Source: an optimization exercise on an open RTL-to-GDS flow (aim: small area). Production flows keep margins and buffers that such runs may drop. Function was checked by simulation only, so behaviour that the tests miss may differ from the original. In runs 5 to 8 the design's own scripts or RTL, not TritonCTS, make the clock network. The flow treats the clock pin as an ideal source. Dropping or thinning the clock tree relies on that and would not hold on a real chip. Power and IR drop assume default switching activity.

## flow/design.v

```verilog
module top_wrapper (
    input  wire       clk,
    input  wire       rst_n,
    input  wire       start_sample,
    input  wire       din1,
    output wire       cs_n,
    output wire       sclk,
    output wire       dac_sclk,
    output wire       dac_cs,
    output wire       dac_mosi,
    output wire       tx
);
  wire rst = !rst_n;
  reg  [8:0] lf;
  reg        sc;
  wire       term = (lf == 9'd364);
  wire       E    = term & !sc;
  always @(posedge clk) begin
    if (rst | term) lf <= 9'd0;
    else            lf <= {lf[7:0], ~(lf[8] ^ lf[4])};
    if (rst)        sc <= 1'b0;
    else if (term)  sc <= ~sc;
  end
  assign sclk     = sc;
  assign dac_sclk = sc;
  reg  [4:0] as;
  reg        db;                  
  reg  [3:0] hn;                  
  wire adc_w1 = (as == 5'd17);
  wire adc_w2 = (as == 5'd18);
  wire adc_sh = (as[4:3] == 2'b00 && as[3:0] != 4'd0) || as[4:3] == 2'b01;  
  always @(posedge clk) begin
    if (rst) as <= 5'd31;
    else if (E) begin
      if (as == 5'd19 || (as == 5'd31 && !start_sample)) as <= 5'd31;
      else as <= as + 5'd1;
    end
    if (E) db <= din1;
  end
  assign cs_n = as[4];
  reg [4:0] ds;
  always @(posedge clk) begin
    if (rst) ds <= 5'd17;
    else if (E) begin
      if (ds == 5'd17) ds <= start_sample ? 5'd31 : 5'd17;
      else ds <= ds + 5'd1;
    end
  end
  assign dac_cs   = ds[4];
  assign dac_mosi = !ds[4] & (ds[3] | ds[2]);
  reg       ug, ux;       
  reg [8:0] sr;           
  reg       txr;
  reg  [3:0] w;
  reg        e, f;
  wire push = (adc_w1 | adc_w2) & !f;
  wire pop  = ux & sr[8] & !e;
  wire w0   = (w == 4'd0);
  wire w15  = (w == 4'd15);
  always @(posedge clk) begin
    if (rst) begin
      w <= 4'd0; e <= 1'b0; f <= 1'b0;
    end else if (E) begin
      case ({push, pop})
        2'b10: begin
          if (!w15) w <= w + 4'd1;
          e <= 1'b0;
          f <= w15 | !start_sample;
        end
        2'b01: begin
          if (!w0) w <= w - 4'd1;
          e <= w0 | !start_sample;
          f <= 1'b0;
        end
        default: begin
          e <= w0 | !start_sample;
          f <= w15 | !start_sample;
        end
      endcase
    end
  end
  reg [6:0] ph;
  reg       pend, act;
  wire      ph_last = &ph;
  always @(posedge clk) begin
    if (rst) begin
      ph <= 7'd0; pend <= 1'b1; act <= 1'b0;
    end else begin
      ph <= ph + ((E & pop) ? 7'h79 : 7'h01);
      if (ph_last) act <= pend;
      if (E) pend <= 1'b1;
      else if (ph_last) pend <= 1'b0;
    end
  end
  reg  [127:0] R;
  reg          dly;
  wire [2:0]   bi   = ph[2:0];
  wire         atw  = act & (ph[6:3] == w);
  wire         rin  = (atw & adc_sh) ? ((bi == 3'd0) ? db : dly) :
                      (atw & adc_w2) ? (!bi[2] & hn[bi[1:0]]) :
                                       R[127];
  always @(posedge clk) begin
    R   <= {R[126:0], rin};
    dly <= R[127];
    if (atw & adc_sh & (bi == 3'd7)) hn <= {hn[2:0], R[127]};
  end
  wire cap  = act & ug & (ph[6:3] == 4'd0);
  always @(posedge clk) begin
    if (cap | (E & ux)) sr[7:0] <= {cap ? (!w0 & R[127]) : sr[8], sr[7:1]};
    if (cap) sr[8] <= 1'b1;
    else if (E & ux) sr[8] <= 1'b0;
    if (rst) begin
      ug <= 1'b0; ux <= 1'b0; txr <= 1'b1;
    end else if (E) begin
      if (ug) begin
        ug <= 1'b0; ux <= 1'b1;
      end else if (ux) begin
        if (sr[8:1] == 8'd0) begin ux <= 1'b0; txr <= 1'b1; end
        else txr <= sr[0];
      end else if (!e) begin
        ug <= 1'b1;
      end
    end
  end
  assign tx = txr;
endmodule
```

## flow/flow/run.sh

```bash
#!/bin/bash
# Standard layout, with clock tree synthesis options of our own.
set -euo pipefail
export CTS_ARGS="-sink_clustering_enable -repair_clock_nets -dont_use_dummy_load -buf_list sky130_fd_sc_hd__clkbuf_16 -sink_clustering_size 100 -sink_clustering_max_diameter 500 -sink_buffer_max_cap_derate 0.5"
bash standard.sh > standard.log 2>&1
```

## flow/standard.sh

```bash
#!/bin/bash
# synth_recipe.tcl (not shown) runs the flow's synth.tcl, then flattens the netlist and writes it again
# the make line also repeats each setting of config.mk as NAME=value (left out here)
make -C /OpenROAD-flow-scripts/flow DESIGN_CONFIG=/design/flow/config.mk WORK_HOME=/design/flow/orfs CLKGATE_MAP_FILE= SYNTH_SCRIPT=/design/flow/synth_recipe.tcl "${@:-finish}"
```

## flow/config.mk

```make
export PLATFORM = sky130hd
export DESIGN_NAME = top_wrapper
export DESIGN_NICKNAME = top_wrapper
export VERILOG_FILES = /design/flow/design.v
export SDC_FILE = /design/flow/constraint.sdc
export NUM_CORES = 4
export LEC_CHECK = 0
export CAP_MARGIN = 20
export CORE_MARGIN = 2
export CORE_UTILIZATION = 40
export SLEW_MARGIN = 20
```

## flow/constraint.sdc

```tcl
create_clock -name core_clock -period 10.0 [get_ports {clk}]
set_input_delay 2.0000 -clock core_clock [delete_from_list [all_inputs] [get_ports {clk}]]
set_output_delay 2.0000 -clock core_clock [all_outputs]
set_load 0.01 [all_outputs]
```

==> flow_summary.toml, run 1 <==
[critical_path]
path_cells = "clkdlybuf4s50_1 > clkinv_1 > a211oi_2"
slowest_stage = "clkdlybuf4s50_1"
cp-start-kind = "input port"
rr_worst_depth = 8
r2r_slack_ps = 7200
reg2reg_from = "lf[2]$_SDFF_PP0_"
cp.arrival_ps = 3850
r2r_end = "ph[5]$_SDFF_PN0_"
worstSetupPathType = "in -> reg"
path_max_fanout = 19
required_ps = 10300
cp-end-kind = "flop"
worst_path_largest_cell_delay_ps = 880

[worst_hold_path]
min_path_cells = 0
hp-class = "reg -> reg"
holdPathEnd = "R[74]$_DFF_P_"
holdCritStartpoint = "R[73]$_DFF_P_"

[die]
ios = 10
core_area_mm2 = 0.0122
start_util_pct = 41.4
die_y_um = 116
num_rows = 40
fp.dieW_um = 116
dieArea_mm2 = 0.0135

[global_route]
grt_pass1_wl_mm = 11.4
grt_usage_pct = 11.3
antenna_found_initial = 0
grt_pass1_vias = 2413
grt_start_max_net_pins = 20
overflow = 0

[synthesis]
synth_edf_count = 13
synth-seq-cells = 181
syn_area_mm2 = 0.00503
synth_nets = 389
synth-xor-area-share_pct = 2.96
syn_area_per_cell_um2 = 13.6
synth_compound_area_share_pct = 5.27
synthArstFlopShare_pct = 0
synth_mux_area_share_pct = 1.44
yosys_warnings = 1
yosysSeqAreaShare_pct = 74.6
synth.distinct_cells = 52
synth_top_family_by_area = "simple AND/OR/NAND/NOR gates"
synth-simple-area-share_pct = 10.2
synth_fa_ha_area_share_pct = 4.13
postSynthCellCount = 369
ys.flop_type = "dfxtp_1"

[sta]
fin_crit_sh_pct = 35.5
rsz0062_at_grt = "false"
max_freq_ghz = 0.282
setup_viol = 0
clock_skew_ps = 14.2
tns_ps = 0
worst_pin_slew_ps = 638
finalHoldViolCount = 0
holdWs_ps = 318
finalMaxSlewViolations = 0
min_period_ps = 3550
maxSlewHeadroom_pct = 57.4

[place]
io_buffer_count = 9
post-dp-hpwl_mm = 4.16
place_area_mm2 = 0.00531
place_congestion = 0.678

[detailed_routing]
drc_errors = 0
drt_pass1_iterations = 4
drt_wl_total_mm = 6.65
avgViaCountPerCell = 4.50
drt_first_iter_violations = 98
ant_nets = 0
wl_per_cell_um = 11.9
num_vias = 2507

[final_layout]
area_growth_pct = 13.9
layout_common_cells = "dfxtp_1, nand2_1, nor2_1, a21oi_1, clkbuf_16"
antenna_cells = 0
fin_util_pct = 47.1
fin_area_mm2 = 0.00573
drive_gt1_share_pct = 6.43
layout_commonest_cell = "dfxtp_1"
nNetsFinal = 411
nFillCells = 1081

[flow_run]
cap_violations = 0

[clock_network]
h-tree-depth = 4
cts_resized = 0
cts-root-buf = "clkbuf_16"
cts_hold_buf = 0
clkTransAtPathRegs_ps = 60
cts.sinks = 181
clock_latency_ps = 410
cts_tree = "built"
clock_path_buffers = 2
post_cts_buffers = 0
numCtsBuffers = 17

[outcome]
status = "complete, no violations"

[pwr]
ir_drop_uv = 112
power_density_mw_per_mm2 = 219
finalPower_mw = 1.26
power.leakage_nw = 2.31
## area by class of cell
class | count | area (um^2) | area share (%)
clock buffers | 17 | 425 | 7.42
multi-input cells | 170 | 1210 | 21.0
repair buffers | 9 | 90.1 | 1.57
flip-flops and latches | 181 | 3750 | 65.5
well taps | 168 | 210 | 3.67
inverters | 12 | 45.0 | 0.786
## through the flow
| stage | setup slack (ps) | cells |
|---|---|---|
| 6_report | 6450 | 557 |
| 5_1_grt | 6290 | 557 |
| 4_1_cts | 6470 | 557 |
| 3_5_place_dp | 6050 | 540 |
| 3_3_place_gp | 6200 | 540 |
| 2_1_floorplan | 7170 | 369 |
## worst max-delay path: cells and delay by family
family          cells  cell delay, ps
buf+inv             2            1520
compound gates      1             330
## how the worst max path moves through the flow
stage	slack (ps)	startpoint	end	cells after the start
floorplan	7170	rst_n	act$_SDFFE_PN0P_	4
global placement	6200	rst_n	w[1]$_SDFFE_PN0P_	3
detailed placement	6050	rst_n	w[1]$_SDFFE_PN0P_	3
CTS	6470	ds[2]$_SDFFE_PN0N_	dac_mosi	3
global route	6290	rst_n	w[1]$_SDFFE_PN0P_	3
finish	6450	rst_n	w[1]$_SDFFE_PN0P_	3
## sequential cells by signal, indices dropped and copies added, names as in the netlist
signal,flops
R,128
lf,9
sr,9
ph,7
as,5
ds,5
hn,4
w,4
act,1
db,1
dly,1
e,1
f,1
pend,1
sc,1
txr,1
ug,1
ux,1
## cell usage after synthesis (2+ instances only)
cell type / count / share of area [%]
nand2_1: 21 / 1.6
nand2b_1: 3 / 0.37
edfxtp_1: 13 / 7.8
nand3_1: 7 / 0.70
nor2_1: 17 / 1.3
ha_1: 15 / 3.7
inv_1: 10 / 0.75
and3_1: 8 / 0.99
o21ai_1: 3 / 0.30
xor2_1: 10 / 1.7
nor4_1: 5 / 0.62
dfxtp_1: 168 / 67
clkbuf_1: 4 / 0.30
mux2i_1: 5 / 0.99
a21o_1: 3 / 0.45
o21ai_0: 5 / 0.50
o211ai_1: 3 / 0.45
and2_1: 6 / 0.75
xnor2_1: 7 / 1.2
nor2b_1: 3 / 0.37
nor3b_1: 2 / 0.30
nand4_1: 5 / 0.62
a21oi_1: 17 / 1.7
## power by group
group	switching (mW)	internal, mW
registers	0.00225	0.731
logic	0.00543	0.00488
clock network	0.218	0.295
total	0.226	1.03
## metal layers
metal	vias up	global-route usage, %	part of all wire (%)
li1	1288	-	-
met1	1181	15.3	53
met2	30	15.3	42
met3	8	4.46	3.8
met4	0	6.75	1.5
met5	-	0	0
## logic make-up (layout without fill, tap and decap cells)
kind of cell,after synthesis,after routing
compound gates,41,41
fa+ha+maj,16,16
xor+xnor,17,17
flops,181,181
buf+inv,18,38
simple gates,90,90
mux,6,6
==> run 2: changes to the inputs <==
==> flow/flow/run.sh (replaced) <==
#!/bin/bash
# Standard layout, with clock tree synthesis options of our own.
set -euo pipefail
export CTS_ARGS="-sink_clustering_enable -repair_clock_nets -dont_use_dummy_load -buf_list sky130_fd_sc_hd__clkbuf_8 -sink_buffer_max_cap_derate 0.3"
bash standard.sh > standard.log 2>&1
==> run 2 against run 1 <==
Still clean on timing, DRC and antenna. Count of clock-buffer cells in the layout did not move. Via count did not move. Die area did not move. Fmax barely moved. Sequential power barely moved. Hold slack got worse by 5.3 ps. First-iteration DRC count fell by 3.1%. Core utilization fell by 1.6 points. Clock power fell by 32%. Largest power group unchanged. Highest routed layer unchanged.
==> flow_summary.toml, run 2 <==
[global_route]
grt_usage_pct = 11.4
grt_pass1_wl_mm = 11.4
antenna_found_initial = 0
overflow = 0
grt_pass1_vias = 2389
grt_start_max_net_pins = 20

[critical_path]
cp-end-kind = "flop"
worstSetupPathType = "in -> reg"
path_cells = "clkdlybuf4s50_1 > clkinv_1 > a211oi_2"
slowest_stage = "clkdlybuf4s50_1"
cp-start-kind = "input port"
r2r_end = "ph[5]$_SDFF_PN0_"
path_max_fanout = 19
rr_worst_depth = 8
cp.arrival_ps = 3860
worst_path_largest_cell_delay_ps = 880
reg2reg_from = "lf[2]$_SDFF_PP0_"
required_ps = 10310
r2r_slack_ps = 7190

[die]
die_y_um = 116
num_rows = 40
fp.dieW_um = 116
start_util_pct = 41.4
core_area_mm2 = 0.0122
dieArea_mm2 = 0.0135
ios = 10

[flow_run]
cap_violations = 0

[detailed_routing]
drt_first_iter_violations = 95
ant_nets = 0
m1WireLength_mm = 3.56
top_layer = "met4"
avgViaCountPerCell = 4.50
wl_per_cell_um = 12.0
route.met2.wl_mm = 2.76
num_vias = 2507
drt_pass1_iterations = 4
drt_wl_total_mm = 6.68
wl_met3_um = 274
drc_errors = 0

[final_layout]
layout_common_cells = "dfxtp_1, nand2_1, nor2_1, a21oi_1, clkbuf_8"
drive_gt1_share_pct = 6.43
layout_commonest_cell = "dfxtp_1"
stdcell_count = 557
multiInputGateArea_mm2 = 0.00121
nFillCells = 1102
area_growth_pct = 10.1
fin_util_pct = 45.5
regMostFlops = "R"
reg_top3 = "R: 128 flops, lf: 9 flops, sr: 9 flops"
seqCellArea_mm2 = 0.00375
antenna_cells = 0
largest_reg_flops = 128
nNetsFinal = 411

[sta]
clock_skew_ps = 18.0
max_freq_ghz = 0.282
rsz0062_at_grt = "false"
fin_crit_sh_pct = 35.5
tns_ps = 0
holdWs_ps = 313
finalHoldViolCount = 0
setup_viol = 0
min_period_ps = 3550
worst_slack_ps = 6450
finalMaxSlewViolations = 0
maxSlewHeadroom_pct = 57.4
worst_pin_slew_ps = 637

[synthesis]
syn_area_per_cell_um2 = 13.6
ys_top_cells_by_area = "dfxtp_1, edfxtp_1, ha_1"
yosysSeqAreaShare_pct = 74.6
yosys_warnings = 1
synth.distinct_cells = 52
yosysMostFrequentCell = "dfxtp_1"
synth_top_area_share_pct = 66.8
synth-seq-cells = 181
yosysTopAreaCell = "dfxtp_1"
synth_nets = 389
syn_area_mm2 = 0.00503
synth_edf_count = 13
synth_common_cells = "dfxtp_1, nand2_1, a21oi_1, nor2_1, ha_1"
ys.flop_type = "dfxtp_1"
synthArstFlopShare_pct = 0
postSynthCellCount = 369

[clock_network]
cts_tree = "built"
clkTransAtPathRegs_ps = 80
cts_resized = 0
cts-root-buf = "clkbuf_8"
h-tree-depth = 4
clock_path_buffers = 2
cts_hold_buf = 0
clock_latency_ps = 420
numCtsBuffers = 17
cts.sinks = 181
post_cts_buffers = 0

[place]
place_congestion = 0.678
post-dp-hpwl_mm = 4.16
place_ws_ps = 6050
dp.cells = 540
io_buffer_count = 9

[pwr]
power.leakage_nw = 2.23
power_density_mw_per_mm2 = 197
ir_drop_uv = 113

[worst_hold_path]
min_path_cells = 0
hp-class = "reg -> reg"
holdPathEnd = "R[66]$_DFF_P_"
holdCritStartpoint = "R[65]$_DFF_P_"

[outcome]
status = "complete, no violations"
==> run 2: worst max-delay path, delay by kind of cell <==
| family | cells | cell delay [ps] |
|---|---|---|
| compound gates | 1 | 330 |
| buf+inv | 2 | 1530 |
==> run 2: per-layer routing <==
| layer | track usage, % | up-vias |
|---|---|---|
| met5 | 0 | - |
| met4 | 4.60 | 0 |
| met3 | 6.02 | 9 |
| met2 | 15.2 | 36 |
| met1 | 15.4 | 1183 |
| li1 | - | 1279 |
==> run 2: power breakdown <==
| part | switching, mW | total, mW | internal (mW) |
|---|---|---|---|
| Sequential | 0.00226 | 0.732 | 0.730 |
| Clock | 0.200 | 0.350 | 0.150 |
| Combinational | 0.00547 | 0.0104 | 0.00488 |
| Total | 0.207 | 1.09 | 0.885 |
==> run 2: metrics by stage <==
stage               cell area (um^2)  power, mW
CTS                             5540       1.11
global placement                5310      0.759
finish                          5540       1.09
floorplan                       5030      0.755
detailed placement              5310      0.759
global route                    5540       1.14
==> run 2: cell type report <==
| type | count | area share, % |
|---|---|---|
| repair buffers | 9 | 1.63 |
| multi-input cells | 170 | 21.8 |
| flip-flops and latches | 181 | 67.8 |
| well taps | 168 | 3.79 |
| clock buffers | 17 | 4.22 |
| inverters | 12 | 0.813 |
==> run 2: how the worst max path moves through the flow <==
stage / start / to / cells past startpoint
after floorplan: rst_n / act$_SDFFE_PN0P_ / 4
after global placement: rst_n / w[1]$_SDFFE_PN0P_ / 3
final: rst_n / w[1]$_SDFFE_PN0P_ / 3
after detailed placement: rst_n / w[1]$_SDFFE_PN0P_ / 3
after global routing: rst_n / w[1]$_SDFFE_PN0P_ / 3
after CTS: ds[2]$_SDFFE_PN0N_ / dac_mosi / 3
==> run 2: cells by family (layout without fill, tap and decap cells) <==
kind of cell | after synthesis | in the layout | synth area share (%)
buffers and inverters | 18 | 38 | 1.44
multiplexers | 6 | 6 | 1.44
flip-flops | 181 | 181 | 74.6
AO/OA/AOI/OAI | 41 | 41 | 5.27
adder cells (fa/ha/maj) | 16 | 16 | 4.13
AND/OR/NAND/NOR | 90 | 90 | 10.2
XOR/XNOR | 17 | 17 | 2.96
==> run 3: changes to the inputs <==
==> flow/flow/run.sh (replaced) <==
#!/bin/bash
# Standard layout, with clock tree synthesis options of our own.
set -euo pipefail
export CTS_ARGS="-sink_clustering_enable -repair_clock_nets -dont_use_dummy_load -buf_list sky130_fd_sc_hd__clkbuf_8 -sink_buffer_max_cap_derate 1.0"
bash standard.sh > standard.log 2>&1
==> run 3 against run 2 <==
Clock skew stayed put. Core utilization is the same. Synthesized area is the same. Non-clock buffer count did not move. Total power unchanged.
==> flow_summary.toml, run 3 <==
[global_route]
grt_pass1_vias = 2389
grt_pass1_wl_mm = 11.4
grt_busiest_layer = "met1"
antenna_found_initial = 0
grt_use_met2_pct = 15.2
overflow = 0
use_met1_pct = 15.4
grt_usage_pct = 11.4
use_met3_pct = 6.02
grt_start_max_net_pins = 20

[final_layout]
nNetsFinal = 411
area_growth_pct = 10.1
antenna_cells = 0
regMostFlops = "R"
multiInputGateArea_mm2 = 0.00121
largest_reg_flops = 128
seqCellArea_mm2 = 0.00375
layout_common_cells = "dfxtp_1, nand2_1, nor2_1, a21oi_1, clkbuf_8"
reg_top3 = "R: 128 flops, lf: 9 flops, sr: 9 flops"
fin_util_pct = 45.5
layout_commonest_cell = "dfxtp_1"
fin_area_mm2 = 0.00554
drive_gt1_share_pct = 6.43
nFillCells = 1102

[synthesis]
synth_nets = 389
synthArstFlopShare_pct = 0
yosysTopAreaCell = "dfxtp_1"
yosysSeqAreaShare_pct = 74.6
ys_top_cells_by_area = "dfxtp_1, edfxtp_1, ha_1"
synth-seq-cells = 181
synth_common_cells = "dfxtp_1, nand2_1, a21oi_1, nor2_1, ha_1"
synth_top_area_share_pct = 66.8
yosys_warnings = 1
syn_area_mm2 = 0.00503
synth_edf_count = 13
syn_area_per_cell_um2 = 13.6
synth.distinct_cells = 52
yosysMostFrequentCell = "dfxtp_1"
ys.flop_type = "dfxtp_1"
postSynthCellCount = 369

[die]
ios = 10
num_rows = 40
dieArea_mm2 = 0.0135
fp.dieW_um = 116
start_util_pct = 41.4
die_y_um = 116
core_area_mm2 = 0.0122

[critical_path]
path_max_fanout = 19
required_ps = 10310
cp.arrival_ps = 3860
cp-end-kind = "flop"
cp-start-kind = "input port"
worstSetupPathType = "in -> reg"

[place]
place_ws_ps = 6050
place_area_mm2 = 0.00531
io_buffer_count = 9
post-dp-hpwl_mm = 4.16
place_congestion = 0.678

[outcome]
status = "complete, no violations"

[pwr]
power_density_mw_per_mm2 = 197
power.leakage_nw = 2.23
ir_drop_uv = 113

[sta]
worst_slack_ps = 6450
setup_viol = 0
rsz0062_at_grt = "false"
fin_crit_sh_pct = 35.5
min_period_ps = 3550
finalHoldViolCount = 0
finalMaxSlewViolations = 0
max_freq_ghz = 0.282
worst_pin_slew_ps = 637
clock_skew_ps = 18.0
tns_ps = 0
maxSlewHeadroom_pct = 57.4

[clock_network]
clkTransAtPathRegs_ps = 80
numCtsBuffers = 17
cts_hold_buf = 0
h-tree-depth = 4
clock_path_buffers = 2
clock_latency_ps = 420
cts_tree = "built"
cts-root-buf = "clkbuf_8"
cts.sinks = 181
post_cts_buffers = 0
cts_resized = 0

[worst_hold_path]
hp-class = "reg -> reg"

[detailed_routing]
ant_nets = 0
avgViaCountPerCell = 4.50
drc_errors = 0
drt_pass1_iterations = 4
drt_wl_total_mm = 6.68
num_vias = 2507
wl_per_cell_um = 12.0
drt_first_iter_violations = 95

[flow_run]
cap_violations = 0
==> run 3: cell counts in the layout (fill, tap and decap cells not counted) <==
Identical to the previous run, type by type.
==> run 3: per-stage QoR <==
stage | cells | power (mW) | hold WS [ps]
floorplan | 369 | 0.755 | 310
global placement | 540 | 0.759 | 313
detailed placement | 540 | 0.759 | 312
CTS | 557 | 1.11 | 313
global route | 557 | 1.14 | 319
finish | 557 | 1.09 | 313
==> run 3: critical path, cell delays in order <==
cell,delay (ps)
clkdlybuf4s50_1,880
clkinv_1,650
a211oi_2,330
==> run 3: kinds of logic after synthesis <==
| group | Yosys count | share of synthesized area, % |
|---|---|---|
| buf+inv | 18 | 1.44 |
| flops | 181 | 74.6 |
| simple gates | 90 | 10.2 |
| mux | 6 | 1.44 |
| compound gates | 41 | 5.27 |
| fa+ha+maj | 16 | 4.13 |
| xor+xnor | 17 | 2.96 |
==> run 3: where the power goes <==
part	internal [mW]	switching [mW]	leakage, nW
registers	0.730	0.00226	1.48
clock network	0.150	0.200	0.122
logic	0.00488	0.00547	0.630
total	0.885	0.207	2.23
==> run 3: path summary, 6_finish.rpt <==
path / start / depth (start not counted) / end / slack, ps
worst max-delay path: rst_n / 3 / w[1]$_SDFFE_PN0P_ / 6450
worst min-delay path: R[65]$_DFF_P_ / 0 / R[66]$_DFF_P_ / 310
worst max register to register: lf[2]$_SDFF_PP0_ / 8 / ph[5]$_SDFF_PN0_ / 7190
worst min register to register: R[65]$_DFF_P_ / 0 / R[66]$_DFF_P_ / 310
==> run 3: area by class of cell <==
cell class / count / share of cell area [%]
Clock buffer: 17 / 4.22
Timing Repair Buffer: 9 / 1.63
Sequential cell: 181 / 67.8
Tap cell: 168 / 3.79
Multi-Input combinational cell: 170 / 21.8
Inverter: 12 / 0.813
==> run 3: layer usage <==
metal | share of wire (%) | wire length (um)
met5 | 0 | 0
met1 | 53 | 3560
met3 | 4.1 | 274
met2 | 41 | 2760
met4 | 1.3 | 86
==> run 4: changes to the inputs <==
==> flow/flow/run.sh (replaced) <==
#!/bin/bash
# Standard layout, with clock tree synthesis told not to add dummy loads.
set -euo pipefail
export CTS_ARGS="-sink_clustering_enable -repair_clock_nets -dont_use_dummy_load -buf_list sky130_fd_sc_hd__clkbuf_8 -sink_clustering_size 30 -sink_clustering_max_diameter 100"
bash standard.sh > standard.log 2>&1
==> run 4 against run 3 <==
Still clean. Fmax did not move. Cell area unchanged. Synthesized cell count unchanged. Clock skew stayed put. Via count unchanged. Cell count did not move. Core utilization did not move. Wire length unchanged. Sequential share of layout area is the same. Setup slack stayed put. Critical path type unchanged.
==> flow_summary.toml, run 4 <==
[sta]
rsz0062_at_grt = "false"
fin_crit_sh_pct = 35.5
tns_ps = 0
finalMaxSlewViolations = 0
max_freq_ghz = 0.282
min_period_ps = 3550
finalHoldViolCount = 0
setup_viol = 0
maxSlewHeadroom_pct = 57.4
clock_skew_ps = 18.0
worst_pin_slew_ps = 637

[clock_network]
clkTransAtPathRegs_ps = 80
cts_tree = "built"
cts_hold_buf = 0
clock_latency_ps = 420
cts-root-buf = "clkbuf_8"
post_cts_buffers = 0
numCtsBuffers = 17
cts.sinks = 181
h-tree-depth = 4
cts_resized = 0
clock_path_buffers = 2

[die]
ios = 10
dieArea_mm2 = 0.0135
core_area_mm2 = 0.0122
fp.dieW_um = 116
die_y_um = 116
start_util_pct = 41.4
num_rows = 40

[synthesis]
synth.distinct_cells = 52
yosysMostFrequentCell = "dfxtp_1"
yosysSeqAreaShare_pct = 74.6
synth-seq-cells = 181
synth_nets = 389
synth_edf_count = 13
syn_area_per_cell_um2 = 13.6
syn_area_mm2 = 0.00503
ys_top_cells_by_area = "dfxtp_1, edfxtp_1, ha_1"
yosys_warnings = 1
synth_top_area_share_pct = 66.8
yosysTopAreaCell = "dfxtp_1"
synthArstFlopShare_pct = 0
postSynthCellCount = 369
ys.flop_type = "dfxtp_1"
synth_common_cells = "dfxtp_1, nand2_1, a21oi_1, nor2_1, ha_1"

[critical_path]
critPathTopFamily = "buffers and inverters"
cp-end-kind = "flop"
path_max_fanout = 19
required_ps = 10310
path_cells = "clkdlybuf4s50_1 > clkinv_1 > a211oi_2"
crit_buf_inv = 2
cp-start-kind = "input port"
cp.arrival_ps = 3860
worstSetupPathType = "in -> reg"
slowest_stage = "clkdlybuf4s50_1"
r2r_slack_ps = 7190
worst_path_largest_cell_delay_ps = 880

[pwr]
ir_drop_uv = 113
finalPower_mw = 1.09
power.leakage_nw = 2.23
power_density_mw_per_mm2 = 197

[final_layout]
layout_common_cells = "dfxtp_1, nand2_1, nor2_1, a21oi_1, clkbuf_8"
nNetsFinal = 411
largest_reg_flops = 128
reg_top3 = "R: 128 flops, lf: 9 flops, sr: 9 flops"
drive_gt1_share_pct = 6.43
area_growth_pct = 10.1
layout_commonest_cell = "dfxtp_1"
antenna_cells = 0
regMostFlops = "R"

[detailed_routing]
ant_nets = 0
num_vias = 2507
avgViaCountPerCell = 4.50
wl_per_cell_um = 12.0
drt_wl_total_mm = 6.68
drt_pass1_iterations = 4
drt_first_iter_violations = 95
drc_errors = 0

[flow_run]
cap_violations = 0

[global_route]
grt_start_max_net_pins = 20
grt_usage_pct = 11.4
overflow = 0
grt_pass1_wl_mm = 11.4
grt_pass1_vias = 2389
antenna_found_initial = 0

[worst_hold_path]
hp-class = "reg -> reg"

[place]
post-dp-hpwl_mm = 4.16
place_congestion = 0.678
io_buffer_count = 9

[outcome]
status = "complete, no violations"
## run 4: logic make-up after synthesis
kind of cell               share of synthesized area (%)
DFF                                                 74.6
and+or+nand+nor                                     10.2
AOI/OAI and AO/OA                                   5.27
buffers and inverters                               1.44
xor gates and xnor gates                            2.96
adders and majority gates                           4.13
muxes                                               1.44
## run 4: power breakdown
group          switching (mW)  leakage [nW]  internal (mW)
sequential            0.00226          1.48          0.730
combinational         0.00547         0.630        0.00488
clock                   0.200         0.122          0.150
total                   0.207          2.23          0.885
## run 4: metrics by stage
step           hold slack, ps  std cells  worst slack (ps)  instance area, um^2  util, %
6_report                  313        557              6450                 5540     45.5
3_5_place_dp              312        540              6050                 5310     43.6
5_1_grt                   319        557              6330                 5540     45.5
4_1_cts                   313        557              6430                 5540     45.5
2_1_floorplan             310        369              7170                 5030        -
3_3_place_gp              313        540              6200                 5310     43.6
## run 4: routing by layer
layer | part of all wire (%) | global-route usage [%] | up-vias
met3 | 4.1 | 6.02 | 9
li1 | - | - | 1279
met4 | 1.3 | 4.60 | 0
met5 | 0 | 0 | -
met1 | 53 | 15.4 | 1183
met2 | 41 | 15.2 | 36
## run 4: path summary, 6_finish.rpt
check | from | to | cells after the start
hold / removal | R[65]$_DFF_P_ | R[66]$_DFF_P_ | 0
hold reg to reg | R[65]$_DFF_P_ | R[66]$_DFF_P_ | 0
setup reg to reg | lf[2]$_SDFF_PP0_ | ph[5]$_SDFF_PN0_ | 8
setup / recovery | rst_n | w[1]$_SDFFE_PN0P_ | 3
## run 4: layout make-up
| class | instances | area [um^2] |
|---|---|---|
| Tap cell | 168 | 210 |
| Fill cell | 1102 | 6620 |
| Inverter | 12 | 45.0 |
| Multi-Input combinational cell | 170 | 1210 |
| Clock buffer | 17 | 234 |
| Timing Repair Buffer | 9 | 90.1 |
| Sequential cell | 181 | 3750 |
==> run 5: changes to the inputs <==
==> flow/flow/run.sh (replaced) <==
#!/bin/bash
# Standard layout, except that the clock tree is built by flow/cts_tree.tcl:
# the clock port drives CTS_NLEAF buffers (through a root buffer if
# CTS_ROOT_CELL is set), each driving one group of flip-flops chosen by
# position; and the ports are buffered with the smallest buffer.
set -euo pipefail
export PRE_CTS_TCL="$PWD/flow/cts_tree.tcl"
export CTS_NLEAF=10
export CTS_LEAF_CELL=sky130_fd_sc_hd__clkbuf_8
export CTS_ROOT_CELL=sky130_fd_sc_hd__clkbuf_16
export BUFFER_PORTS_ARGS="-inputs -outputs -buffer_cell sky130_fd_sc_hd__buf_1"
bash standard.sh > standard.log 2>&1
==> flow/flow/cts_tree.tcl (new file) <==
# A small clock tree in place of TritonCTS: the clock flip-flops are split
# into NLEAF groups by position (k-means), each group is driven by one clock
# buffer placed at its centre, and the clock port drives the group buffers,
# directly or through one root buffer (CTS_ROOT_CELL).
proc clock_tree_synthesis {args} {
  set nleaf  $::env(CTS_NLEAF)
  set bufcell $::env(CTS_LEAF_CELL)
  set block [ord::get_db_block]
  set db [ord::get_db]
  set clknet [$block findNet clk]
  set master [$db findMaster $bufcell]
  # sinks and their positions
  set sinks {}
  foreach it [$clknet getITerms] {
    set inst [$it getInst]
    set bb [$inst getBBox]
    set x [expr {([$bb xMin] + [$bb xMax]) / 2.0}]
    set y [expr {([$bb yMin] + [$bb yMax]) / 2.0}]
    lappend sinks [list $it $x $y]
  }
  set n [llength $sinks]
  puts "custom cts: $n sinks, $nleaf groups of $bufcell"
  # k-means, seeded along the sorted x+y diagonal
  set sorted [lsort -real -index 1 [lmap s $sinks {list $s [expr {[lindex $s 1] + [lindex $s 2]}]}]]
  set cx {}; set cy {}
  for {set k 0} {$k < $nleaf} {incr k} {
    set s [lindex [lindex $sorted [expr {int(($k + 0.5) * $n / $nleaf)}]] 0]
    lappend cx [lindex $s 1]; lappend cy [lindex $s 2]
  }
  set cap [expr {int(ceil(1.0 * $n / $nleaf)) + 2}]
  for {set iter 0} {$iter < 30} {incr iter} {
    # balanced assignment: greedy by distance with a size cap
    set pairs {}
    set i 0
    foreach s $sinks {
      for {set k 0} {$k < $nleaf} {incr k} {
        set d [expr {abs([lindex $s 1] - [lindex $cx $k]) + abs([lindex $s 2] - [lindex $cy $k])}]
        lappend pairs [list $d $i $k]
      }
      incr i
    }
    set pairs [lsort -real -index 0 $pairs]
    set asg [lrepeat $n -1]
    set cnt [lrepeat $nleaf 0]
    foreach p $pairs {
      lassign $p d i k
      if {[lindex $asg $i] >= 0} continue
      if {[lindex $cnt $k] >= $cap} continue
      lset asg $i $k
      lset cnt $k [expr {[lindex $cnt $k] + 1}]
    }
    set sx [lrepeat $nleaf 0.0]; set sy [lrepeat $nleaf 0.0]
    for {set i 0} {$i < $n} {incr i} {
      set k [lindex $asg $i]
      lset sx $k [expr {[lindex $sx $k] + [lindex [lindex $sinks $i] 1]}]
      lset sy $k [expr {[lindex $sy $k] + [lindex [lindex $sinks $i] 2]}]
    }
    for {set k 0} {$k < $nleaf} {incr k} {
      if {[lindex $cnt $k] > 0} {
        lset cx $k [expr {[lindex $sx $k] / [lindex $cnt $k]}]
        lset cy $k [expr {[lindex $sy $k] / [lindex $cnt $k]}]
      }
    }
  }
  puts "custom cts: group sizes $cnt"
  # optional root buffer between the clock port and the group buffers
  set drvnet $clknet
  if {[info exists ::env(CTS_ROOT_CELL)] && $::env(CTS_ROOT_CELL) ne ""} {
    set rmaster [$db findMaster $::env(CTS_ROOT_CELL)]
    set root [odb::dbInst_create $block $rmaster "clkbuf_root"]
    set drvnet [odb::dbNet_create $block "clknet_root"]
    $drvnet setSigType CLOCK
    [$root findITerm A] connect $clknet
    [$root findITerm X] connect $drvnet
    set mx 0.0; set my 0.0
    for {set k 0} {$k < $nleaf} {incr k} {
      set mx [expr {$mx + [lindex $cx $k] / $nleaf}]
      set my [expr {$my + [lindex $cy $k] / $nleaf}]
    }
    $root setLocation [expr {int($mx)}] [expr {int($my)}]
    $root setPlacementStatus PLACED
  }
  # make the group buffers and nets
  for {set k 0} {$k < $nleaf} {incr k} {
    set buf [odb::dbInst_create $block $master "clkbuf_leaf_$k"]
    set net [odb::dbNet_create $block "clknet_leaf_$k"]
    $net setSigType CLOCK
    [$buf findITerm A] connect $drvnet
    [$buf findITerm X] connect $net
    set w [[$buf getMaster] getWidth]
    set h [[$buf getMaster] getHeight]
    $buf setLocation [expr {int([lindex $cx $k] - $w / 2)}] [expr {int([lindex $cy $k] - $h / 2)}]
    $buf setPlacementStatus PLACED
    for {set i 0} {$i < $n} {incr i} {
      if {[lindex $asg $i] == $k} {
        set it [lindex [lindex $sinks $i] 0]
        $it disconnect
        $it connect $net
      }
    }
  }
  $clknet setSigType CLOCK
  set_propagated_clock [all_clocks]
}
==> run 5 against run 4 <==
Global-route usage shrank 1.4 points. Sequential share of layout area is 1.6 points higher. Register-to-register slack is essentially flat. Highest routed layer unchanged. Clock skew up 29 ps. Sequential power is essentially flat. Via count decreased by 2.6%. Critical path type unchanged. Still clean. Flip-flop and latch count unchanged.
==> flow_summary.toml, run 5 <==
[flow_run]
cap_violations = 0

[sta]
rsz0062_at_grt = "false"
finalMaxSlewViolations = 0
min_period_ps = 3240
finalHoldViolCount = 0
setup_viol = 0
clock_skew_ps = 47.1
holdWs_ps = 288
maxSlewHeadroom_pct = 49.4
worst_pin_slew_ps = 760
max_freq_ghz = 0.309
worst_slack_ps = 6760
fin_crit_sh_pct = 32.4
tns_ps = 0

[critical_path]
r2r_end = "ph[5]$_SDFF_PN0_"
worstSetupPathType = "in -> reg"
path_cells = "buf_1 > clkinv_1 > a211oi_2"
slowest_stage = "clkinv_1"
critPathLaunch = "rst_n"
cp.arrival_ps = 3530
cp-endpoint = "w[1]$_SDFFE_PN0P_"
rr_worst_depth = 8
path_max_fanout = 19
cp-start-kind = "input port"
r2r_slack_ps = 7190
cp-end-kind = "flop"
worst_path_largest_cell_delay_ps = 670
reg2reg_from = "lf[2]$_SDFF_PP0_"
required_ps = 10290

[clock_network]
clock_latency_ps = 370
clkTransAtPathRegs_ps = 120
cts_resized = 0
cts_hold_buf = 0
post_cts_buffers = 0

[synthesis]
synth_top_area_share_pct = 66.8
yosysTopAreaCell = "dfxtp_1"
syn_area_mm2 = 0.00503
synth_nets = 389
synthArstFlopShare_pct = 0
yosysSeqAreaShare_pct = 74.6
yosys_warnings = 1
yosysMostFrequentCell = "dfxtp_1"
ys_top_cells_by_area = "dfxtp_1, edfxtp_1, ha_1"
synth_common_cells = "dfxtp_1, nand2_1, a21oi_1, nor2_1, ha_1"
postSynthCellCount = 369
ys.flop_type = "dfxtp_1"
synth-seq-cells = 181
synth.distinct_cells = 52
synth_edf_count = 13
syn_area_per_cell_um2 = 13.6

[final_layout]
seqCellArea_mm2 = 0.00375
regMostFlops = "R"
stdcell_count = 551
nFillCells = 1142
fin_util_pct = 44.5
fin_area_mm2 = 0.00541
layout_common_cells = "dfxtp_1, nand2_1, nor2_1, a21oi_1, ha_1"
drive_gt1_share_pct = 4.96
reg_top3 = "R: 128 flops, lf: 9 flops, sr: 9 flops"
area_growth_pct = 7.53
multiInputGateArea_mm2 = 0.00121
antenna_cells = 0
nNetsFinal = 405
largest_reg_flops = 128
layout_commonest_cell = "dfxtp_1"

[pwr]
power_density_mw_per_mm2 = 192
ir_drop_uv = 140
power.leakage_nw = 2.16
finalPower_mw = 1.04

[place]
dp.cells = 540
place_ws_ps = 6390
io_buffer_count = 9
post-dp-hpwl_mm = 4.22
place_area_mm2 = 0.00525
place_congestion = 0.721

[global_route]
grt_usage_pct = 9.96
antenna_found_initial = 0
grt_pass1_vias = 2298
grt_pass1_wl_mm = 11.2
grt_start_max_net_pins = 22
overflow = 0

[detailed_routing]
num_vias = 2443
ant_nets = 0
drt_pass1_iterations = 4
drc_errors = 0
avgViaCountPerCell = 4.43
wl_per_cell_um = 11.9
drt_first_iter_violations = 124
drt_wl_total_mm = 6.57

[outcome]
status = "complete, no violations"

[die]
num_rows = 40
die_y_um = 116
dieArea_mm2 = 0.0135
fp.dieW_um = 116
start_util_pct = 41.4
ios = 10
core_area_mm2 = 0.0122

[worst_hold_path]
hp-class = "reg -> reg"
[run 5: report_power, final]
part	total (mW)	switching, mW	internal (mW)	leakage (nW)
logic	0.00965	0.00551	0.00413	0.605
registers	0.732	0.00222	0.730	1.48
clock network	0.298	0.188	0.109	0.0842
total	1.04	0.196	0.843	2.16
[run 5: layer usage]
layer	GRT usage, %	wire, um	up-vias
met5	0	0	-
met4	1.35	104	0
met3	1.61	245	11
met2	14.7	2620	20
met1	15.8	3600	1144
li1	-	-	1268
[run 5: cell families after synthesis]
kind of cell / count (synthesis) / share of synthesized area (%)
AND/OR/NAND/NOR: 90 / 10.2
multiplexers: 6 / 1.44
adder cells (fa/ha/maj): 16 / 4.13
buffers and inverters: 18 / 1.44
AO/OA/AOI/OAI: 41 / 5.27
flip-flops: 181 / 74.6
XOR/XNOR: 17 / 2.96
[run 5: critical path, delay by kind of cell]
family                 cells  cell delay, ps
buffers and inverters      2            1230
AOI/OAI and AO/OA          1             300
[run 5: area by class of cell]
class / instances / area share [%]
buffer: 11 / 3.01
inverter: 12 / 0.832
multi-input combinational: 170 / 22.3
sequential: 181 / 69.4
tap: 168 / 3.88
timing repair buffer: 9 / 0.624
[run 5: worst min-delay path by stage]
stage | startpoint | to | slack, ps | cells after the start
floorplan | R[99]$_DFF_P_ | R[100]$_DFF_P_ | 310 | 0
global route | R[124]$_DFF_P_ | R[125]$_DFF_P_ | 290 | 0
detailed placement | R[3]$_DFF_P_ | R[4]$_DFF_P_ | 310 | 0
CTS | R[124]$_DFF_P_ | R[125]$_DFF_P_ | 290 | 0
finish | R[124]$_DFF_P_ | R[125]$_DFF_P_ | 290 | 0
global placement | R[105]$_DFF_P_ | R[106]$_DFF_P_ | 310 | 0
==> run 6: changes to the inputs <==
--- a/flow/flow/run.sh
+++ b/flow/flow/run.sh
@@ -5,7 +5,7 @@
 # position; and the ports are buffered with the smallest buffer.
 set -euo pipefail
 export PRE_CTS_TCL="$PWD/flow/cts_tree.tcl"
-export CTS_NLEAF=10
+export CTS_NLEAF=12
 export CTS_LEAF_CELL=sky130_fd_sc_hd__clkbuf_8
 export CTS_ROOT_CELL=sky130_fd_sc_hd__clkbuf_16
 export BUFFER_PORTS_ARGS="-inputs -outputs -buffer_cell sky130_fd_sc_hd__buf_1"
==> run 6 against run 5 <==
First-iteration DRC count shrank 16%. Register-to-register slack about the same. Cell area is 0.51% higher. Synthesized cell count unchanged. Via count rose by 1.0%. Fmax increased by 0.36%. Wire length rose by 0.56%. Setup slack better by 12 ps. Die area is the same. Critical path type unchanged. Highest routed layer unchanged.
==> flow_summary.toml, run 6 <==
[worst_hold_path]
min_path_cells = 0
hp-class = "reg -> reg"

[sta]
maxSlewHeadroom_pct = 50.1
fin_crit_sh_pct = 32.3
finalHoldViolCount = 0
tns_ps = 0
finalMaxSlewViolations = 0
setup_viol = 0
max_freq_ghz = 0.310
worst_pin_slew_ps = 748
rsz0062_at_grt = "false"
min_period_ps = 3230
worst_slack_ps = 6770
clock_skew_ps = 13.9

[critical_path]
critPathTopFamily = "buffers and inverters"
cp.arrival_ps = 3510
worst_path_largest_cell_delay_ps = 660
worst-path-stages = 3
path_cells = "buf_1 > clkinv_1 > a211oi_2"
worstSetupPathType = "in -> reg"
cp-start-kind = "input port"
cp-end-kind = "flop"
slowest_stage = "clkinv_1"
required_ps = 10280
path_max_fanout = 19
crit_buf_inv = 2
rr_worst_depth = 8

[flow_run]
cap_violations = 0

[final_layout]
layout_commonest_cell = "dfxtp_1"
antenna_cells = 0
fin_area_mm2 = 0.00544
regMostFlops = "R"
reg_top3 = "R: 128 flops, lf: 9 flops, sr: 9 flops"
nNetsFinal = 407
drive_gt1_share_pct = 5.45
layout_common_cells = "dfxtp_1, nand2_1, nor2_1, a21oi_1, ha_1"
largest_reg_flops = 128
nFillCells = 1136
area_growth_pct = 8.08
stdcell_count = 553

[detailed_routing]
drc_errors = 0
route.met2.wl_mm = 2.73
drt_pass1_iterations = 4
wl_per_cell_um = 12.0
ant_nets = 0
wl_met3_um = 164
num_vias = 2468
avgViaCountPerCell = 4.46
drt_first_iter_violations = 104
drt_wl_total_mm = 6.61
top_layer = "met4"
m1WireLength_mm = 3.51

[global_route]
antenna_found_initial = 0
overflow = 0
grt_pass1_vias = 2328
grt_usage_pct = 10.0
grt_pass1_wl_mm = 11.3
grt_start_max_net_pins = 20

[die]
core_area_mm2 = 0.0122
die_y_um = 116
ios = 10
fp.dieW_um = 116
dieArea_mm2 = 0.0135
start_util_pct = 41.4
num_rows = 40

[place]
place_ws_ps = 6390
io_buffer_count = 9
dp.cells = 540
place_area_mm2 = 0.00525
place_congestion = 0.721
post-dp-hpwl_mm = 4.22

[pwr]
swShare_pct = 18.9
power.leakage_nw = 2.18
p_comb_share_pct = 0.9
clkPwrFrac_pct = 30.1
power.internal_mw = 0.860
switching_power_mw = 0.201
power_density_mw_per_mm2 = 195
seqPwrFrac_pct = 69.0
ir_drop_uv = 119

[synthesis]
synth_edf_count = 13
postSynthCellCount = 369
ys.flop_type = "dfxtp_1"
yosysSeqAreaShare_pct = 74.6
synth.distinct_cells = 52
syn_area_mm2 = 0.00503
yosysTopAreaCell = "dfxtp_1"
synth_nets = 389
synthArstFlopShare_pct = 0
synth_top_area_share_pct = 66.8
synth-seq-cells = 181
yosysMostFrequentCell = "dfxtp_1"
syn_area_per_cell_um2 = 13.6
synth_common_cells = "dfxtp_1, nand2_1, a21oi_1, nor2_1, ha_1"
ys_top_cells_by_area = "dfxtp_1, edfxtp_1, ha_1"
yosys_warnings = 1

[outcome]
status = "complete, no violations"

[clock_network]
clock_latency_ps = 360
cts_resized = 0
clkTransAtPathRegs_ps = 90
post_cts_buffers = 0
cts_hold_buf = 0
run 6: final timing paths:
path              slack, ps                end        startpoint
setup / recovery       6770  w[1]$_SDFFE_PN0P_             rst_n
hold / removal          310      R[59]$_DFF_P_     R[58]$_DFF_P_
setup reg to reg       7200   ph[6]$_SDFF_PN0_  lf[2]$_SDFF_PP0_
hold reg to reg         310      R[59]$_DFF_P_     R[58]$_DFF_P_
run 6: worst reg2reg max path, stage by stage (launching register included):
cell     delay (ps)
dfxtp_1         350
nor3b_1         400
nand3_1         290
nor3b_1         610
ha_1            390
a31oi_1         250
o21ai_0         170
xnor2_1         170
nor2_1           50
run 6: power by group through the flow:
stage	combinational [mW]	clock, mW	sequential, mW
6_report	0.00964	0.320	0.731
5_1_grt	0.0110	0.359	0.732
4_1_cts	0.00981	0.333	0.731
3_5_place_dp	0.00976	0	0.748
3_3_place_gp	0.00961	0	0.749
2_1_floorplan	0.00747	0	0.748
run 6: cell type report:
| cell class | count | area (um^2) | area share (%) |
|---|---|---|---|
| Buffer | 13 | 190 | 3.50 |
| Inverter | 12 | 45.0 | 0.828 |
| Multi-Input combinational cell | 170 | 1210 | 22.2 |
| Sequential cell | 181 | 3750 | 69.0 |
| Tap cell | 168 | 210 | 3.86 |
| Timing Repair Buffer | 9 | 33.8 | 0.621 |
run 6: per-layer routing:
layer	track usage, %	up-vias
met3	1.19	13
met1	15.6	1159
met2	14.9	22
met5	0	-
li1	-	1274
met4	2.62	0
run 6: stage by stage:
step           hold WS [ps]  power, mW  util (%)
2_1_floorplan           310      0.755         -
3_3_place_gp            312      0.758      43.2
3_5_place_dp            312      0.758      43.2
4_1_cts                 317       1.07      44.7
5_1_grt                 321       1.10      44.7
6_report                312       1.06      44.7
run 6: kinds of logic (layout without fill, tap and decap cells):
family	Yosys count	count (layout)	share of synthesized area (%)
compound gates	41	41	5.27
xor+xnor	17	17	2.96
fa+ha+maj	16	16	4.13
buf+inv	18	34	1.44
flops	181	181	74.6
mux	6	6	1.44
simple gates	90	90	10.2
==> run 7: changes to the inputs <==
--- a/flow/flow/run.sh
+++ b/flow/flow/run.sh
@@ -5,7 +5,7 @@
 # position; and the ports are buffered with the smallest buffer.
 set -euo pipefail
 export PRE_CTS_TCL="$PWD/flow/cts_tree.tcl"
-export CTS_NLEAF=12
+export CTS_NLEAF=11
 export CTS_LEAF_CELL=sky130_fd_sc_hd__clkbuf_8
 export CTS_ROOT_CELL=sky130_fd_sc_hd__clkbuf_16
 export BUFFER_PORTS_ARGS="-inputs -outputs -buffer_cell sky130_fd_sc_hd__buf_1"
==> run 7 against run 6 <==
Critical endpoint unchanged. Core utilization down 0.11 points. Critical path depth unchanged. Cell area shrank 0.25%. Clock skew rose by 2.9 ps. Sequential share of layout area grew 0.18 points. Flip-flop and latch count unchanged. Synthesized area unchanged. Critical path type unchanged. Fmax fell by 0.24%. Die area is the same.
==> flow_summary.toml, run 7 <==
[global_route]
overflow = 0
grt_use_met2_pct = 15.0
grt_start_max_net_pins = 20
antenna_found_initial = 0
grt_pass1_wl_mm = 11.2
grt_usage_pct = 9.95
grt_busiest_layer = "met1"
use_met3_pct = 1.87
grt_pass1_vias = 2314
use_met1_pct = 15.5

[final_layout]
area_growth_pct = 7.81
nNetsFinal = 406
layout_common_cells = "dfxtp_1, nand2_1, nor2_1, a21oi_1, ha_1"
antenna_cells = 0
regMostFlops = "R"
layout_commonest_cell = "dfxtp_1"
largest_reg_flops = 128
drive_gt1_share_pct = 5.21
reg_top3 = "R: 128 flops, lf: 9 flops, sr: 9 flops"

[synthesis]
synthArstFlopShare_pct = 0
synth-seq-cells = 181
synth_top_area_share_pct = 66.8
yosys_warnings = 1
yosysSeqAreaShare_pct = 74.6
yosysMostFrequentCell = "dfxtp_1"
synth_common_cells = "dfxtp_1, nand2_1, a21oi_1, nor2_1, ha_1"
ys_top_cells_by_area = "dfxtp_1, edfxtp_1, ha_1"
ys.flop_type = "dfxtp_1"
syn_area_per_cell_um2 = 13.6
synth_edf_count = 13
yosysTopAreaCell = "dfxtp_1"
synth_nets = 389
syn_area_mm2 = 0.00503
postSynthCellCount = 369
synth.distinct_cells = 52

[critical_path]
required_ps = 10280
crit_buf_inv = 2
worst-path-stages = 3
slowest_stage = "clkinv_1"
r2r_end = "ph[6]$_SDFF_PN0_"
cp.arrival_ps = 3510
reg2reg_from = "lf[2]$_SDFF_PP0_"
cp-endpoint = "w[1]$_SDFFE_PN0P_"
path_cells = "buf_1 > clkinv_1 > a211oi_2"
worstSetupPathType = "in -> reg"
cp-start-kind = "input port"
worst_path_largest_cell_delay_ps = 650
critPathLaunch = "rst_n"
rr_worst_depth = 8
cp-end-kind = "flop"
path_max_fanout = 19
critPathTopFamily = "buffers and inverters"
r2r_slack_ps = 7230

[sta]
max_freq_ghz = 0.309
finalMaxSlewViolations = 0
holdWs_ps = 314
finalHoldViolCount = 0
min_period_ps = 3240
worst_pin_slew_ps = 755
clock_skew_ps = 16.9
maxSlewHeadroom_pct = 49.7
rsz0062_at_grt = "false"
tns_ps = 0
fin_crit_sh_pct = 32.4
setup_viol = 0

[place]
io_buffer_count = 9
place_congestion = 0.721
post-dp-hpwl_mm = 4.22

[clock_network]
post_cts_buffers = 0
clock_latency_ps = 360
clkTransAtPathRegs_ps = 90
cts_hold_buf = 0
cts_resized = 0

[die]
fp.dieW_um = 116
dieArea_mm2 = 0.0135
start_util_pct = 41.4
num_rows = 40
die_y_um = 116
core_area_mm2 = 0.0122
ios = 10

[detailed_routing]
wl_per_cell_um = 11.9
num_vias = 2451
avgViaCountPerCell = 4.44
drc_errors = 0
drt_pass1_iterations = 3
drt_wl_total_mm = 6.56
ant_nets = 0
drt_first_iter_violations = 117

[worst_hold_path]
hp-class = "reg -> reg"

[pwr]
power.leakage_nw = 2.17
ir_drop_uv = 138
power_density_mw_per_mm2 = 193

[flow_run]
cap_violations = 0

[outcome]
status = "complete, no violations"
## run 7: where the power goes
group	switching [mW]	internal, mW
sequential	0.00226	0.729
clock	0.189	0.118
combinational	0.00547	0.00413
total	0.197	0.851
## run 7: how the worst min path moves through the flow
stage / endpoint / depth (start not counted) / slack (ps) / startpoint
after floorplan: R[100]$_DFF_P_ / 0 / 310 / R[99]$_DFF_P_
after global routing: R[91]$_DFF_P_ / 0 / 320 / R[90]$_DFF_P_
final: R[59]$_DFF_P_ / 0 / 310 / R[58]$_DFF_P_
after global placement: R[106]$_DFF_P_ / 0 / 310 / R[105]$_DFF_P_
after CTS: R[89]$_DFF_P_ / 0 / 320 / R[88]$_DFF_P_
after detailed placement: R[4]$_DFF_P_ / 0 / 310 / R[3]$_DFF_P_
## run 7: cell type report
cell class / count / area, um^2
well taps: 168 / 210
multi-input cells: 170 / 1210
repair buffers: 9 / 33.8
inverters: 12 / 45.0
flip-flops and latches: 181 / 3750
plain buffers: 12 / 176
fillers: 1137 / 6740
## run 7: stage by stage
stage / instance area (um^2) / power [mW] / std cells / setup WS [ps] / utilization (%)
6_report: 5430 / 1.05 / 552 / 6760 / 44.6
2_1_floorplan: 5030 / 0.755 / 369 / 7170 / -
3_3_place_gp: 5250 / 0.758 / 540 / 6450 / 43.2
5_1_grt: 5430 / 1.09 / 552 / 6600 / 44.6
3_5_place_dp: 5250 / 0.758 / 540 / 6390 / 43.2
4_1_cts: 5430 / 1.06 / 552 / 6760 / 44.6
## run 7: worst register-to-register path, cell delays in order, from the launching register on
cell	delay [ps]
dfxtp_1	350
nor3b_1	410
nand3_1	290
nor3b_1	600
ha_1	390
a31oi_1	250
o21ai_0	170
xnor2_1	170
nor2_1	50
## run 7: layer usage
metal | vias to the layer above | share of wire, %
li1 | 1270 | -
met1 | 1151 | 53
met2 | 22 | 42
met3 | 8 | 4.2
met4 | 0 | 1.0
met5 | - | 0
## run 7: kinds of logic (layout without fill, tap and decap cells)
family          count (synthesis)  count (layout)  synth area share, %
xor+xnor                       17              17                 2.96
buf+inv                        18              33                 1.44
flops                         181             181                 74.6
simple gates                   90              90                 10.2
compound gates                 41              41                 5.27
fa+ha+maj                      16              16                 4.13
mux                             6               6                 1.44
==> run 8: changes to the inputs <==
==> flow/design.v (replaced) <==
module top_wrapper (
    input  wire       clk,
    input  wire       rst_n,
    input  wire       start_sample,
    input  wire       din1,
    output wire       cs_n,
    output wire       sclk,
    output wire       dac_sclk,
    output wire       dac_cs,
    output wire       dac_mosi,
    output wire       tx
);
  wire rst = !rst_n;
  reg  [8:0] lf;
  reg        sc;
  wire       term = (lf == 9'd364);
  wire       E    = term & !sc;
  always @(posedge clk) begin
    if (rst | term) lf <= 9'd0;
    else            lf <= {lf[7:0], ~(lf[8] ^ lf[4])};
    if (rst)        sc <= 1'b0;
    else if (term)  sc <= ~sc;
  end
  assign sclk     = sc;
  assign dac_sclk = sc;
  reg  [4:0] as;
  reg        db;                  
  wire adc_w1 = (as == 5'd17);
  wire adc_w2 = (as == 5'd18);
  wire       aset = (as == 5'd19) | (&as & !start_sample);
  wire [4:0] at   = {&as[3:0], &as[2:0], &as[1:0], as[0], 1'b1};
  always @(posedge clk) begin
    if (rst) as <= 5'd31;
    else if (E) as <= (as ^ at) | {5{aset}};
    if (E) db <= din1;
  end
  assign cs_n = as[4];
  reg [4:0] ds;
  wire       dset = (ds == 5'd16) | (ds == 5'd30 & !start_sample);
  wire [4:0] dt   = {&ds[3:0], &ds[2:0], &ds[1:0], ds[0], 1'b1};
  always @(posedge clk) begin
    if (rst) ds <= 5'd30;
    else if (E) ds <= dset ? 5'd30 : (ds ^ dt);
  end
  assign dac_cs   = ds[4];
  assign dac_mosi = !ds[4] & (ds[3] | ds[2]);
  reg       ug, ux;       
  reg [8:0] sr;           
  reg       txr;
  reg  [3:0] w;
  reg        e, f;
  wire push = (adc_w1 | adc_w2) & !f;
  wire pop  = ux & sr[8] & !e;
  wire w0   = (w == 4'd0);
  wire w15  = (w == 4'd15);
  wire push_only = push & !pop;
  wire pop_only  = pop & !push;
  wire wu = E & push_only & !w15;
  wire wd = E & pop_only;
  wire [3:0] wt = {(wu & w[0] & w[1] & w[2]) | (wd & !w[0] & !w[1] & !w[2]),
                   (wu & w[0] & w[1])        | (wd & !w[0] & !w[1]),
                   (wu & w[0])               | (wd & !w[0]),
                   wu | wd};
  always @(posedge clk) begin
    if (rst) begin
      w <= 4'd0; e <= 1'b0; f <= 1'b0;
    end else begin
      w <= w ^ wt;
      if (E) begin
        e <= !push_only & (w0 | !start_sample);
        f <= !pop_only & (w15 | !start_sample);
      end
    end
  end
  reg [6:0] ph;
  reg       pend, act;
  wire      ph_last = &ph;
  wire       cy  = &ph[2:0];
  wire       pp  = E & pop;
  wire       pu  = cy & !pp;
  wire       pdn = pp & !cy;
  wire [6:0] pt  = {(pu & ph[3] & ph[4] & ph[5]) | (pdn & !ph[3] & !ph[4] & !ph[5]),
                    (pu & ph[3] & ph[4])         | (pdn & !ph[3] & !ph[4]),
                    (pu & ph[3])                 | (pdn & !ph[3]),
                    pu | pdn,
                    ph[1] & ph[0], ph[0], 1'b1};
  always @(posedge clk) begin
    if (rst) begin
      ph <= 7'd0; pend <= 1'b1; act <= 1'b0;
    end else begin
      ph <= ph ^ pt;
      if (ph_last) act <= pend;
      if (E) pend <= 1'b1;
      else if (ph_last) pend <= 1'b0;
    end
  end
  reg  [127:0] R;
  reg  [3:0]   hr;                            
  wire [2:0]   bi   = ph[2:0];
  wire         atw  = (ph[6:3] == w);
  wire         wlo  = atw & (as[4:3] == 2'b01) & (bi == ~as[2:0]);
  wire         whi  = atw & adc_w2;
  wire         rin  = wlo ? db : whi ? (!bi[2] & hr[3]) : R[127];
  wire         hin  = (as[4:2] == 3'b001 && ph[1:0] == ~as[1:0]) ? db : hr[3];
  always @(posedge clk) begin
    R  <= {R[126:0], rin};
    hr <= {hr[2:0], hin};
  end
  wire cap  = act & ug & (ph[6:3] == 4'd0);
  always @(posedge clk) begin
    if (cap | (E & ux)) sr[7:0] <= {cap ? (!w0 & R[127]) : sr[8], sr[7:1]};
    if (cap) sr[8] <= 1'b1;
    else if (E & ux) sr[8] <= 1'b0;
    if (rst) begin
      ug <= 1'b0; ux <= 1'b0; txr <= 1'b1;
    end else if (E) begin
      if (ug) begin
        ug <= 1'b0; ux <= 1'b1;
      end else if (ux) begin
        if (sr[8:1] == 8'd0) begin ux <= 1'b0; txr <= 1'b1; end
        else txr <= sr[0];
      end else if (!e) begin
        ug <= 1'b1;
      end
    end
  end
  assign tx = txr;
endmodule
==> run 8 against run 7 <==
Register-to-register slack better by 210 ps. Critical path type unchanged. Cell area shrank 4.0%. Die area is 3.2% lower. Hold slack better by 3.6 ps. Largest power group unchanged. Critical endpoint is now ds[1]$_SDFFE_PN1N_. Setup slack worse by 190 ps. Still clean on timing, DRC and antenna. Via count is 3.4% lower. Synthesized cell count decreased by 1.9%. Cell count down 5.6%.
==> flow_summary.toml, run 8 <==
[outcome]
status = "complete, no violations"

[final_layout]
largest_reg_flops = 128
layout_common_cells = "dfxtp_1, nand2_1, nor2_1, a21oi_1, ha_1"
multiInputGateArea_mm2 = 0.00108
regMostFlops = "R"
antenna_cells = 0
drive_gt1_share_pct = 5.08
seqCellArea_mm2 = 0.00369
nFillCells = 1101
area_growth_pct = 6.94
nNetsFinal = 393
fin_util_pct = 43.5
stdcell_count = 521
layout_commonest_cell = "dfxtp_1"
reg_top3 = "R: 128 flops, lf: 9 flops, sr: 9 flops"

[detailed_routing]
num_vias = 2368
drt_wl_total_mm = 6.38
ant_nets = 0
wl_per_cell_um = 12.2
drc_errors = 0
drt_pass1_iterations = 4
avgViaCountPerCell = 4.55
drt_first_iter_violations = 100

[synthesis]
synth_top_area_share_pct = 70.3
synth-xor-area-share_pct = 3.06
synthArstFlopShare_pct = 0
postSynthCellCount = 362
yosysTopAreaCell = "dfxtp_1"
yosysSeqAreaShare_pct = 75.9
syn_area_per_cell_um2 = 13.4
syn_area_mm2 = 0.00487
yosysMostFrequentCell = "dfxtp_1"
synth_edf_count = 9
synth_compound_area_share_pct = 4.50
synth-simple-area-share_pct = 10.4
ys_top_cells_by_area = "dfxtp_1, edfxtp_1, ha_1"
synth_top_family_by_area = "simple AND/OR/NAND/NOR gates"
synth_common_cells = "dfxtp_1, nand2_1, a21oi_1, nor2_1, ha_1"
synth.distinct_cells = 45
ys.flop_type = "dfxtp_1"
synth_nets = 379
synth_fa_ha_area_share_pct = 3.34
yosys_warnings = 1
synth-seq-cells = 180
synth_mux_area_share_pct = 0.848

[pwr]
power_density_mw_per_mm2 = 199
switching_power_mw = 0.193
p_comb_share_pct = 0.8
seqPwrFrac_pct = 69.9
power.internal_mw = 0.844
ir_drop_uv = 151
clkPwrFrac_pct = 29.3
power.leakage_nw = 2.05
swShare_pct = 18.6

[flow_run]
cap_violations = 0

[worst_hold_path]
min_path_cells = 0
holdPathEnd = "R[76]$_DFF_P_"
holdCritStartpoint = "R[75]$_DFF_P_"
hp-class = "reg -> reg"

[clock_network]
cts_hold_buf = 0
cts_resized = 0
clkTransAtPathRegs_ps = 90
clock_latency_ps = 350
post_cts_buffers = 0

[global_route]
use_met3_pct = 1.38
grt_busiest_layer = "met2"
overflow = 0
grt_pass1_wl_mm = 10.8
grt_start_max_net_pins = 20
antenna_found_initial = 0
grt_usage_pct = 9.87
grt_use_met2_pct = 15.2
use_met1_pct = 14.9
grt_pass1_vias = 2254

[critical_path]
cp.arrival_ps = 3650
reg2reg_from = "lf[1]$_SDFF_PP0_"
worstSetupPathType = "in -> reg"
cp-start-kind = "input port"
cp-end-kind = "flop"
path_max_fanout = 19
r2r_slack_ps = 7440
r2r_end = "ph[5]$_SDFF_PN0_"
rr_worst_depth = 10
required_ps = 10230

[sta]
max_freq_ghz = 0.292
finalHoldViolCount = 0
maxSlewHeadroom_pct = 60.3
clock_skew_ps = 21.5
rsz0062_at_grt = "false"
min_period_ps = 3430
tns_ps = 0
setup_viol = 0
fin_crit_sh_pct = 34.3
finalMaxSlewViolations = 0
worst_pin_slew_ps = 591

[die]
dieArea_mm2 = 0.0131
ios = 10
num_rows = 40
start_util_pct = 40.7
core_area_mm2 = 0.0120
fp.dieW_um = 114
die_y_um = 114

[place]
io_buffer_count = 9
post-dp-hpwl_mm = 4.03
place_congestion = 0.754
dp.cells = 509
==> run 8: layout make-up <==
| cell class | count | area share (%) |
|---|---|---|
| sequential | 180 | 70.9 |
| multi-input combinational | 164 | 20.7 |
| tap | 147 | 3.53 |
| buffer | 12 | 3.39 |
| inverter | 9 | 0.745 |
| timing repair buffer | 9 | 0.649 |
==> run 8: metal layers <==
metal | wire [um] | part of all wire (%) | vias up
li1 | - | - | 1222
met1 | 3290 | 52 | 1114
met2 | 2770 | 43 | 24
met3 | 210 | 3.3 | 8
met4 | 111 | 1.7 | 0
met5 | 0 | 0 | -
==> run 8: critical path, cell delays in order <==
cell and delay [ps]:
buf_1 350, clkinv_1 620, a31oi_1 540, o211ai_1 140
==> run 8: power by group through the flow <==
stage | clock network [mW] | logic (mW) | registers (mW)
after global placement | 0 | 0.00789 | 0.742
after CTS | 0.318 | 0.00809 | 0.725
after detailed placement | 0 | 0.00807 | 0.742
after global routing | 0.346 | 0.00910 | 0.726
after floorplan | 0 | 0.00585 | 0.741
final | 0.304 | 0.00794 | 0.725
==> run 8: kinds of logic after synthesis <==
group / Yosys count
flip-flops: 180
XOR/XNOR: 17
adder cells (fa/ha/maj): 13
buffers and inverters: 18
multiplexers: 4
AND/OR/NAND/NOR: 94
AO/OA/AOI/OAI: 36
==> run 8: metrics by stage <==
stage | setup slack (ps) | total power, mW | hold WS [ps] | cell area, um^2
after floorplan | 7290 | 0.747 | 310 | 4870
after global placement | 6190 | 0.750 | 313 | 5030
after detailed placement | 6170 | 0.750 | 312 | 5030
after CTS | 6570 | 1.05 | 320 | 5210
after global routing | 6370 | 1.08 | 321 | 5210
final | 6570 | 1.04 | 317 | 5210
==> run 8: worst max-delay path by stage <==
stage | slack, ps | end | startpoint | cells after the start
after floorplan | 7290 | ds[1]$_SDFFE_PN1N_ | rst_n | 3
after global placement | 6190 | ds[1]$_SDFFE_PN1N_ | rst_n | 4
after detailed placement | 6170 | as[4]$_SDFFE_PN1N_ | rst_n | 4
after CTS | 6570 | ds[1]$_SDFFE_PN1N_ | rst_n | 4
after global routing | 6370 | ds[1]$_SDFFE_PN1N_ | rst_n | 4
final | 6570 | ds[1]$_SDFFE_PN1N_ | rst_n | 4

[separate check: timing with driven ports]
The results above use ideal ports. As a check the final layouts listed here were re-extracted and re-timed, cells and wires unchanged. Step 1 sets driving cells, clkbuf_16 on the clock port and buf_2 on the other inputs (assumed; they add their load-dependent delay and slew). Step 2 moves the port delays by t, midway between the first and last clock arrival at a register: inputs arrive t later, outputs are due t later. That takes back most of the time a late clock gives input paths. a / b / c = ideal ports / drivers / drivers and shift; a / b = the first two.
| run | shift t [ns] | setup WS [ns] | clock arrival spread, ns |
|---|---|---|---|
| run 1 | 0.439 | 6.448 / 6.465 / 6.026 | 0.018 / 0.019 |
| run 2 | 0.448 | 6.450 / 6.447 / 6.012 | 0.024 / 0.025 |
| run 3 | 0.448 | 6.450 / 6.447 / 6.012 | 0.024 / 0.025 |
| run 4 | 0.448 | 6.450 / 6.447 / 6.012 | 0.024 / 0.025 |
| run 5 | 0.376 | 6.761 / 6.766 / 6.391 | 0.047 / 0.047 |
| run 6 | 0.384 | 6.773 / 6.777 / 6.394 | 0.020 / 0.021 |
| run 7 | 0.387 | 6.765 / 6.773 / 6.387 | 0.025 / 0.025 |
| run 8 | 0.375 | 6.571 / 6.577 / 6.202 | 0.026 / 0.026 |
After both steps setup and hold are still met in every run listed.
